Context: an optimization exercise on an open-source flow, tuned for small area, a short achievable clock period and few clock cycles. The choices shown serve that exercise and are no tape-out recipe.
The RTL was checked by simulation tests, not by an equivalence proof against the original design.
Power and IR drop assume default switching activity.

## CVP14
module CVP14(output [15:0] Addr, output RD, output WR, output V, output [15:0] dataOut,
             input Reset, input Clk1, input [15:0] DataIn);
For scale: about 3,100 flip-flops, roughly 53 I/O pins.
Settings: LEC_CHECK=0, CAP_MARGIN=50, CORE_MARGIN=2, CORE_UTILIZATION=60, CTS_CLUSTER_DIAMETER=120, CTS_CLUSTER_SIZE=24, SLEW_MARGIN=50; clock period 20.0 ns.
standard.sh (not shown) runs the stock make flow with config.mk's settings and CLKGATE_MAP_FILE= SYNTH_SCRIPT=/design/flow/synth_recipe.tcl, a recipe that flattens the netlist after the stock synthesis.
==> flow/flow/run.sh <==
#!/bin/bash
# Layout flow: the standard flow (standard.sh, all steps), except that
# - the buffers buffer_ports puts on every input and output port are
#   sky130_fd_sc_hd__buf_4 cells instead of the resizer's default choice;
# - after the resizer step of placement, outflops.tcl moves each flip-flop
#   that drives an output port's buffer next to that buffer (detailed
#   placement then legalizes both), so the flip-flop does not drive a long
#   wire to the edge of the die.
# The make output goes to standard.log; ORFS keeps each step's log under orfs/logs.
set -e
export BUFFER_PORTS_ARGS="-buffer_cell sky130_fd_sc_hd__buf_4"
export POST_RESIZE_TCL="$PWD/flow/outflops.tcl"
bash standard.sh > standard.log 2>&1
==> flow/flow/outflops.tcl <==
# Move every flip-flop that drives an output port's buffer (and nothing
# else) onto that buffer's location; detailed placement legalizes them.
set block [ord::get_db_block]
set moved 0
foreach port [get_ports *] {
  if { [get_property $port direction] != "output" } { continue }
  set pnet [get_nets -of_objects $port]
  set drv [get_pins -of_objects $pnet -filter "direction == output"]
  if { [llength $drv] != 1 } { puts "outflops: [get_full_name $port] has no single driver"; continue }
  set buf [get_cells -of_objects $drv]
  set bin [get_pins -of_objects $buf -filter "direction == input"]
  if { [llength $bin] != 1 } { continue }
  set inet [get_nets -of_objects $bin]
  set pins [get_pins -of_objects $inet]
  if { [llength $pins] != 2 } { puts "outflops: [get_full_name $port] buffer input net has [llength $pins] pins"; continue }
  set fdrv [get_pins -of_objects $inet -filter "direction == output"]
  set ff [get_cells -of_objects $fdrv]
  set finst [$block findInst [get_full_name $ff]]
  set binst [$block findInst [get_full_name $buf]]
  set m [[$finst getMaster] getName]
  if { ![string match "*dfxtp*" $m] } { puts "outflops: [get_full_name $ff] is $m, skipped"; continue }
  set loc [$binst getLocation]
  $finst setLocation [lindex $loc 0] [lindex $loc 1]
  incr moved
}
puts "outflops: moved $moved flip-flops next to their output buffers"
The starting point ended with an error in placement repair.
Testbench counts at the start, summed over its fixed seeds: cycles 77,450.
Change:
==> flow/flow/run.sh (replaced) <==
#!/bin/bash
# Layout flow: the standard flow (standard.sh, all steps), except that the
# buffers buffer_ports puts on every input and output port are
# sky130_fd_sc_hd__buf_4 cells instead of the resizer's default choice.
# The make output goes to standard.log; ORFS keeps each step's log under orfs/logs.
set -e
export BUFFER_PORTS_ARGS="-buffer_cell sky130_fd_sc_hd__buf_4"
bash standard.sh > standard.log 2>&1
CORE_UTILIZATION = 50   (was 60)
removed: flow/flow/outflops.tcl
Outcome: The new run finished clean; synthesized cell count does not change; synthesized area stays the same.
Change:
CORE_UTILIZATION = 60   (was 50)
=> Final cell count fell by about 4%; via count rose by about 0.7%; worst setup slack is worse by 0.064 ns; non-clock buffer count fell by 23; core utilization rose by 10 points; final area fell by 0.68%.
Change:
==> flow/flow/run.sh (replaced) <==
#!/bin/bash
# Layout flow: the standard flow (standard.sh, all steps), except that
# - the buffers buffer_ports puts on every input and output port are
#   sky130_fd_sc_hd__buf_4 cells instead of the resizer's default choice;
# - after the resizer step of placement, outflops.tcl moves the buffer of
#   each output port that a flip-flop drives next to that flip-flop
#   (detailed placement then legalizes both), so the buffer, not the
#   flip-flop, drives the long wire to the edge of the die.
# - repair_timing (after placement, CTS and global routing) works to a setup
#   slack margin of 15 ns: at the design's 20 ns clock every path has far
#   more slack than that needs, so without the margin repair_timing leaves
#   the paths that set the period achieved as they are.
# The make output goes to standard.log; ORFS keeps each step's log under orfs/logs.
set -e
export BUFFER_PORTS_ARGS="-buffer_cell sky130_fd_sc_hd__buf_4"
export POST_RESIZE_TCL="$PWD/flow/outflops.tcl"
export SETUP_SLACK_MARGIN=15
bash standard.sh > standard.log 2>&1
==> flow/flow/outflops.tcl (new file) <==
# Move the buffer of every output port that a flip-flop drives (and
# nothing else) onto that flip-flop's location; detailed placement
# legalizes them.
set block [ord::get_db_block]
set moved 0
foreach bterm [$block getBTerms] {
  if { [$bterm getIoType] != "OUTPUT" } { continue }
  set net [$bterm getNet]
  set drv {}
  foreach it [$net getITerms] { if { [$it isOutputSignal] } { lappend drv $it } }
  if { [llength $drv] != 1 } { puts "outflops: [$bterm getName] has no single driver"; continue }
  set buf [[lindex $drv 0] getInst]
  set bin {}
  foreach it [$buf getITerms] { if { [$it isInputSignal] } { lappend bin $it } }
  if { [llength $bin] != 1 } { puts "outflops: [$buf getName] is not a buffer"; continue }
  set inet [[lindex $bin 0] getNet]
  if { [llength [$inet getITerms]] != 2 || [llength [$inet getBTerms]] != 0 } {
    puts "outflops: [$bterm getName]: the buffer's input net has other loads"; continue
  }
  set ff {}
  foreach it [$inet getITerms] { if { [$it isOutputSignal] } { set ff [$it getInst] } }
  if { $ff == {} } { continue }
  set m [[$ff getMaster] getName]
  if { ![string match "*dfxtp*" $m] } { puts "outflops: [$ff getName] is $m, skipped"; continue }
  set loc [$ff getLocation]
  $buf setLocation [lindex $loc 0] [lindex $loc 1]
  incr moved
}
puts "outflops: moved $moved output buffers next to their flip-flops"
ABC_AREA = 1   (was default)
What happened: Global-route usage rose by 2.0 points. Cell area fell by 0.95%. Die area fell by 0.86%. Power rose by 10%. Combinational power rose by 29%. Worst setup slack gets better by 0.20 ns. Sequential power rose by about 3%. Clock power hardly moves. Sequential cell count does not change.

[static timing again, ports no longer ideal]
The flow's constraints put no driver on any port. The routed layouts listed below were extracted and timed again, unchanged, in two steps.
Step 1 sets driving cells, clkbuf_16 on the clock port and buf_2 on the other inputs (assumed; they add their load-dependent delay and slew).
Step 2 moves the port delays by t, midway between the first and last clock arrival at a register: inputs arrive t later, outputs are due t later. That takes back most of the time a late clock gives input paths.
Slacks: ideal / step 1 / step 2; pairs: ideal / step 1.
run	t, ns	setup WS [ns]	hold WS [ns]	latest minus earliest clock arrival (ns)	worst register clock-pin slew, ns
the second run	0.930	14.511 / 14.423 / 14.844	0.284 / 0.284 / 0.284	0.085 / 0.085	0.11 / 0.11
the third run	0.932	14.447 / 14.361 / 14.905	0.296 / 0.296 / 0.296	0.071 / 0.070	0.11 / 0.11
the fourth run	0.918	14.651 / 14.563 / 15.071	0.288 / 0.288 / 0.288	0.068 / 0.067	0.11 / 0.11
After both steps setup and hold are still met in every run listed.
